Background: an optimization exercise with open tools, aiming at small area, a short achievable clock period and few clock cycles per item. Do not read the settings as production practice.
Function was checked by simulation only, so behaviour that the tests miss may differ from the original.
No activity file was given, so power comes from the tool's default toggle rates.

<file path="design/flow/config.mk">
export PLATFORM = sky130hd
export DESIGN_NAME = FIR
export DESIGN_NICKNAME = FIR
export VERILOG_FILES = /design/flow/design.v
export SDC_FILE = /design/flow/constraint.sdc
export NUM_CORES = 4
export LEC_CHECK = 0
export CAP_MARGIN = 20
export CORE_MARGIN = 2
export CORE_UTILIZATION = 40
export SLEW_MARGIN = 20
</file>
<file path="design/flow/run.sh">
#!/bin/bash
# synth_recipe.tcl (not shown) runs the flow's synth.tcl, then flattens the netlist and writes it again
# the make line also repeats each setting of config.mk as NAME=value (left out here)
make -C /OpenROAD-flow-scripts/flow DESIGN_CONFIG=/design/flow/config.mk WORK_HOME=/design/flow/orfs CLKGATE_MAP_FILE= SYNTH_SCRIPT=/design/flow/synth_recipe.tcl finish
</file>
<file path="design/flow/constraint.sdc">
create_clock -name core_clock -period 10.0 [get_ports {clk}]
set_input_delay 2.0000 -clock core_clock [delete_from_list [all_inputs] [get_ports {clk}]]
set_output_delay 2.0000 -clock core_clock [all_outputs]
set_load 0.01 [all_outputs]
</file>
<file path="design/flow/design.v">
module CONFIG (
	input clk,
	input rst_n,
	input [7:0] data_in,
	input config_data_enable,
	input config_enable,
	output reg [7:0] h_0, h_1, h_2, h_3, h_4, h_5, h_6, h_7, h_8, h_9, h_10, h_11, h_12, h_13, h_14, h_15,
	output reg [3:0] tap_num
);
always @ (posedge clk) begin
	if (!rst_n) begin
		h_0 <= 8'h40; h_1 <= 8'h40; h_2 <= 8'h40; h_3 <= 8'h40;
		h_4 <= 8'h40; h_5 <= 8'h40; h_6 <= 8'h40; h_7 <= 8'h40;
		h_8 <= 8'h40; h_9 <= 8'h40; h_10 <= 8'h40; h_11 <= 8'h40;
		h_12 <= 8'h40; h_13 <= 8'h40; h_14 <= 8'h40; h_15 <= 8'h40;
		tap_num <= 4'd15;
	end else if (config_enable && config_data_enable) begin
		h_0 <= data_in; h_1 <= h_0; h_2 <= h_1; h_3 <= h_2;
		h_4 <= h_3; h_5 <= h_4; h_6 <= h_5; h_7 <= h_6;
		h_8 <= h_7; h_9 <= h_8; h_10 <= h_9; h_11 <= h_10;
		h_12 <= h_11; h_13 <= h_12; h_14 <= h_13; h_15 <= h_14;
		tap_num <= h_15[3:0];
	end
end
endmodule
module FIR_control (
	input clk,
	input rst_n,
	input enable,
	input configuration,
	input config_data_enable,
	output reg done,
	output config_enable
);
reg cfg_q; 
always @ (posedge clk) begin
	if (!rst_n) begin
		done <= 1'b0;
		cfg_q <= 1'b0;
	end else begin
		done <= enable;
		cfg_q <= configuration;
	end
end
assign config_enable = cfg_q & configuration & rst_n;
endmodule
module MAC (
	input [7:0] a,
	input [7:0] b,
	output [8:0] p
);
wire signed [7:0] sa = a;
wire signed [7:0] sb = b;
wire signed [15:0] prod = sa * sb;
assign p = prod[15:7] + {8'd0, prod[15] & (|prod[6:0])};
endmodule
module MAC4 (
	input [7:0] h_0, h_1, h_2, h_3,
	input [7:0] d_0, d_1, d_2, d_3,
	output [10:0] s
);
wire [8:0] p0, p1, p2, p3;
MAC m0 (.a(h_0), .b(d_0), .p(p0));
MAC m1 (.a(h_1), .b(d_1), .p(p1));
MAC m2 (.a(h_2), .b(d_2), .p(p2));
MAC m3 (.a(h_3), .b(d_3), .p(p3));
assign s = {{2{p0[8]}}, p0} + {{2{p1[8]}}, p1} + {{2{p2[8]}}, p2} + {{2{p3[8]}}, p3};
endmodule
module FIR (
	input clk,
	input rst_n,
	input [7:0] data_in,
	input enable,
	input configuration, 
	input config_data_enable,
	output [7:0] data_out,
	output [1:0] overflow_flag, 
	output [0:0] done
);
wire [3:0] tap_num;
wire [7:0] h_0, h_1, h_2, h_3, h_4, h_5, h_6, h_7, h_8, h_9, h_10, h_11, h_12, h_13, h_14, h_15;
wire config_enable;
reg [7:0] x_1, x_2, x_3, x_4, x_5, x_6, x_7, x_8, x_9, x_10, x_11, x_12, x_13, x_14, x_15;
FIR_control FIR_control_inst (
	.clk(clk),
	.rst_n(rst_n),
	.enable(enable),
	.configuration(configuration),
	.config_data_enable(config_data_enable),
	.done(done),
	.config_enable(config_enable)
);
CONFIG CONFIG_inst (
	.clk(clk),
	.rst_n(rst_n),
	.data_in(data_in),
	.config_data_enable(config_data_enable),
	.config_enable(config_enable),
	.h_0(h_0), .h_1(h_1), .h_2(h_2), .h_3(h_3),
	.h_4(h_4), .h_5(h_5), .h_6(h_6), .h_7(h_7),
	.h_8(h_8), .h_9(h_9), .h_10(h_10), .h_11(h_11),
	.h_12(h_12), .h_13(h_13), .h_14(h_14), .h_15(h_15),
	.tap_num(tap_num)
);
always @ (posedge clk) begin
	if (!rst_n) begin
		x_1 <= 0; x_2 <= 0; x_3 <= 0; x_4 <= 0; x_5 <= 0;
		x_6 <= 0; x_7 <= 0; x_8 <= 0; x_9 <= 0; x_10 <= 0;
		x_11 <= 0; x_12 <= 0; x_13 <= 0; x_14 <= 0; x_15 <= 0;
	end else if (enable) begin
		x_1 <= data_in; x_2 <= x_1; x_3 <= x_2; x_4 <= x_3; x_5 <= x_4;
		x_6 <= x_5; x_7 <= x_6; x_8 <= x_7; x_9 <= x_8; x_10 <= x_9;
		x_11 <= x_10; x_12 <= x_11; x_13 <= x_12; x_14 <= x_13; x_15 <= x_14;
	end
end
wire [10:0] g_0, g_1, g_2, g_3;
MAC4 group_0 (.h_0(8'd0), .h_1(h_1), .h_2(h_2), .h_3(h_3),
	.d_0(8'd0), .d_1(x_1), .d_2(x_2), .d_3(x_3), .s(g_0));
MAC4 group_1 (.h_0(h_4), .h_1(h_5), .h_2(h_6), .h_3(h_7),
	.d_0(x_4), .d_1(x_5), .d_2(x_6), .d_3(x_7), .s(g_1));
MAC4 group_2 (.h_0(h_8), .h_1(h_9), .h_2(h_10), .h_3(h_11),
	.d_0(x_8), .d_1(x_9), .d_2(x_10), .d_3(x_11), .s(g_2));
MAC4 group_3 (.h_0(h_12), .h_1(h_13), .h_2(h_14), .h_3(h_15),
	.d_0(x_12), .d_1(x_13), .d_2(x_14), .d_3(x_15), .s(g_3));
reg [10:0] gs_0, gs_1, gs_2, gs_3;
always @ (posedge clk) begin
	if (!rst_n) begin
		gs_0 <= 0; gs_1 <= 0; gs_2 <= 0; gs_3 <= 0;
	end else begin
		gs_0 <= g_0;
		gs_1 <= (tap_num[3:2] != 2'd0) ? g_1 : 11'd0;
		gs_2 <= tap_num[3] ? g_2 : 11'd0;
		gs_3 <= (tap_num[3:2] == 2'd3) ? g_3 : 11'd0;
	end
end
wire [12:0] s_rest = {{2{gs_0[10]}}, gs_0} + {{2{gs_1[10]}}, gs_1} + {{2{gs_2[10]}}, gs_2} + {{2{gs_3[10]}}, gs_3};
wire [8:0] p_0;
MAC tap_0 (.a(h_0), .b(data_in), .p(p_0));
reg [12:0] rest;
reg [8:0] prod_0;
always @ (posedge clk) begin
	if (!rst_n) begin
		rest <= 0;
		prod_0 <= 0;
	end else if (enable) begin
		rest <= s_rest;
		prod_0 <= p_0;
	end
end
wire [12:0] sum = rest + {{4{prod_0[8]}}, prod_0};
wire pos_ovf = !sum[12] && (sum[11:7] != 5'b00000);
wire neg_ovf = sum[12] && (sum[11:7] != 5'b11111);
assign data_out = pos_ovf ? 8'h7f : (neg_ovf ? 8'h80 : sum[7:0]);
assign overflow_flag = {neg_ovf, pos_ovf};
endmodule
</file>
==> run notes <==
- Root Buffer: clkbuf_16
- Area of the multi-input gates: 46200 um2
- PostCTS Resize Cnt: 0
- Crit path required time: 10.52 ns
- Worst skew pair latency: roughly 0.63 ns
- Die area: about 150000 um2
- # fillers: roughly 14000
- Share of the synthesized area in the top cell type: 32.3%
- HPWL after detailed placement: roughly 110000 um
- Die X-Extent: between 300 and 400 um
- Final setup viols: 0
- Sequential fraction of the synthesis area: between 10% and 20%
- Combinational share of power: ~14%
- Vias/cell: approximately 5.0
- Syn_nets: between 8000 and 9000
- Final #Nets: approximately 8000
- WL final: 136000 um
- Depth of the CTS H-tree: 2
- CTS buffer count: 43
- Internal power: between 0.002 and 0.0025 W
- Rel. slew slack: between 20 and 25%
- Actual transition at the worst max-transition pin: 1.16 ns
- Finished Core Util: between 40% and 50%
- Port Buffers: 23
- DR pass1 iterations: 7
- Post-synth ARST share: 0%
- YS warnings: 3
- DR iter-0 viols: between 2000 and 2500
- VDD IR-drop max: 101 uV
- GRT Total Usage: between 10% and 20%
- # clock sinks: around 320
- CTS tree: done
- Die Y-Extent: 386 um
- Number of flops mapped to enable cells by yosys: 0
- Dominant cell type by area after synthesis: fa_1
- Tcrit/Tclk final: ~84%
- Gr ovfl total: 0
- RSZ-0062 raised after global routing: false
- Clock-pin slew on the worst setup and hold paths: 0.06 ns
- Sw Share: between 20% and 30%
- Final Critical Period: 8.40 ns
- Total core area: 145000 um2
- Core Rows: 140
- First-pass GRT wire length: 230000 um
- Worst setup EP type: register
- Worst-path fanout max: 10
- Yosys reg bits: ~320
- CP peak stage delay: ~0.64 ns
- Startpoint types: register
- Global placement routability congestion: 0.867
- P&R area growth vs syn: 5.27%
- WS Path Type: register to register
- Mean Syn Cell Area: between 8 and 9 um2
- Setup Total Neg Slack: 0 ns
- Status: finished clean
- HP Class: register to register
- Hold_buf cts: 0
- Max-slew violations: 0
- Lkg Pwr: 28.9 nW
- Clock Path Buffers: 3
- PD cells: between 50 and 60 nW/um2
- DR DRC count: 0
- Synth area leaders: fa_1 32%, ha_1 13%, dfxtp_1 11%
- Sw power: a little over 0.001 W
- Diodes inserted: 0
- Largest net degree at the start of global routing: 113
- CP max-delay cell: dfxtp_1
- Most frequently used flop master after synthesis: dfxtp_1
- Clock Power Share: between 40% and 50%
- Layout cells sized above 1: under 10%
- Via count: around 42000
- Routed len/inst: between 15 and 20 um
- Initial antenna violation count: 1
- # IOs: 24
- Initial Utilization: about two fifths
- Skew final: between 0.02 and 0.025 ns
- Netlist Area Pre-Place: ~60000 um2
- Setup Buffers After CTS: 0
- Max Cap Violations: 0
- Number of global-route vias before repair: 44200
- Syn Inst Count: 6700
- Number of library cell types mapped by synthesis: 86
- F_max: between 0.1 and 0.15 GHz
- Antenna viol nets, final: 0
- CP Data Arrival Time: between 8 and 9 ns
- Hold Fails Final Rpt: 0
- Part of the power in registers: between 30% and 40%
- Reg area: around 6400 um2
## cells in the final DEF, fill, tap and decap left out, types with 8 or more instances in the layout
master	Yosys	final
nand2b_1	87	87
clkdlybuf4s50_1	0	21
o31a_1	11	11
xnor2_1	310	310
xor2_1	114	114
fa_1	942	942
nor4_1	28	28
a31oi_1	24	24
and3_1	27	26
o21ai_0	96	96
nor2b_1	75	75
a21oi_1	276	276
nand4_1	26	26
clkinvlp_4	0	9
a211oi_1	38	38
a21o_1	43	43
o21bai_1	19	19
ha_1	593	593
nor3_1	91	91
inv_1	1244	1244
or3_1	13	13
o21ai_1	25	25
and2_1	626	626
a21boi_0	12	12
nor2_1	304	304
nand2_1	639	639
o211ai_1	8	8
buf_4	2	9
nand3b_1	10	10
dfxtp_1	318	318
or2_2	11	11
o21a_1	31	31
mux2i_1	133	133
a41oi_1	13	13
clkbuf_16	0	44
nand3_1	71	70
## cells in the mapped netlist, types with 43 or more instances
library cell and number:
inv_1 1244, fa_1 942, nand2_1 639, and2_1 626, ha_1 593, dfxtp_1 318
xnor2_1 310, nor2_1 304, clkbuf_1 279, a21oi_1 276, mux2i_1 133, xor2_1 114
o21ai_0 96, nor3_1 91, nand2b_1 87, nor2b_1 75, nand3_1 71, a21o_1 43
## area by class of cell
class / instances / share of cell area (%)
clock buffers: 54 / 1.95
clock inverters: 23 / 0.442
inverters: 1245 / 7.62
repair buffers: 32 / 0.483
flip-flops and latches: 318 / 10.4
well taps: 1917 / 3.91
multi-input cells: 4842 / 75.2
## worst paths after layout
| path | from | endpoint | slack [ns] | cells past startpoint |
|---|---|---|---|---|
| hold reg to reg | prod_0[3] | prod_0[3] | 0.49 | 2 |
| setup / recovery | x_9[3] | gs_2[9] | 1.60 | 32 |
| hold / removal | prod_0[3] | prod_0[3] | 0.49 | 2 |
| setup reg to reg | x_9[3] | gs_2[9] | 1.60 | 32 |
## registers in the layout, indices dropped and copies added (netlist names), 9 cells and up
name / flops
gs_0: 11
gs_1: 11
gs_2: 11
gs_3: 11
prod_0: 9
rest: 13
## routing by layer
metal	part of all wire, %	track usage [%]
met5	0.0095	0
met4	2.2	4.28
met3	3.4	1.58
met1	45	25.2
met2	49	33.3
## power by group through the flow
stage | Combinational, W | Sequential (W) | Clock, W
CTS | 0.000503 | 0.00132 | 0.00170
global placement | 0.000495 | 0.00135 | 0
floorplan | 0.000370 | 0.00133 | 0
finish | 0.000497 | 0.00132 | 0.00165
global route | 0.000561 | 0.00133 | 0.00173
detailed placement | 0.000500 | 0.00135 | 0
## critical path: cells and delay by family (launching register included)
kind                     cells  cell delay, ns
AND/OR/NAND/NOR              5            0.98
adder cells (fa/ha/maj)     10            3.80
AO/OA/AOI/OAI               12            2.09
XOR/XNOR                     2            0.64
flip-flops                   1            0.64
buffers and inverters        3            0.14
## per-stage QoR
stage | total power (W) | area (um2) | cells | setup slack (ns) | hold WS, ns
floorplan | 0.00170 | 58300 | 6700 | 2.19 | 0.459
global placement | 0.00184 | 59900 | 8354 | 1.66 | 0.485
detailed placement | 0.00185 | 59900 | 8354 | 1.57 | 0.486
CTS | 0.00352 | 61400 | 8431 | 1.54 | 0.501
global route | 0.00362 | 61400 | 8431 | 0.829 | 0.512
finish | 0.00347 | 61400 | 8431 | 1.60 | 0.493
## cells by family after synthesis
family	count (synthesis)	synth area share, %
XOR/XNOR	424	6.37
AO/OA/AOI/OAI	696	7.57
buffers and inverters	1540	9.92
adder cells (fa/ha/maj)	1535	45.1
AND/OR/NAND/NOR	2047	17.8
flip-flops	318	10.9
multiplexers	140	2.42
Testbench counts, summed over its fixed seeds: cycles 9,600, items 4,800.

==> what the ideal ports hide <==
Ports are ideal in the flow. The routed layout listed here was re-timed in OpenROAD.
Step 1 (the two cells are an assumption about what drives the block):
set clk [get_ports {clk}]
set_driving_cell -lib_cell sky130_fd_sc_hd__clkbuf_16 $clk
set_driving_cell -lib_cell sky130_fd_sc_hd__buf_2 [delete_from_list [all_inputs] $clk]
Step 2 times the ports against the registers' clock, not the clock port: input delays grow and output delays shrink by t, the midpoint of the rising clock arrivals with the driver on.
Slacks: ideal / step 1 / step 2; pairs: ideal / step 1.
shift t [ns]: 0.675
slack for setup (ns): 1.601 / 1.601 / 1.593
worst setup path at the end: input to register
slew at the worst register clock pin (ns): 0.07 / 0.07
After both steps this run still meets setup and hold. The setup slack of this run moves by 0.000 ns with the drivers and by -0.008 ns with both steps.
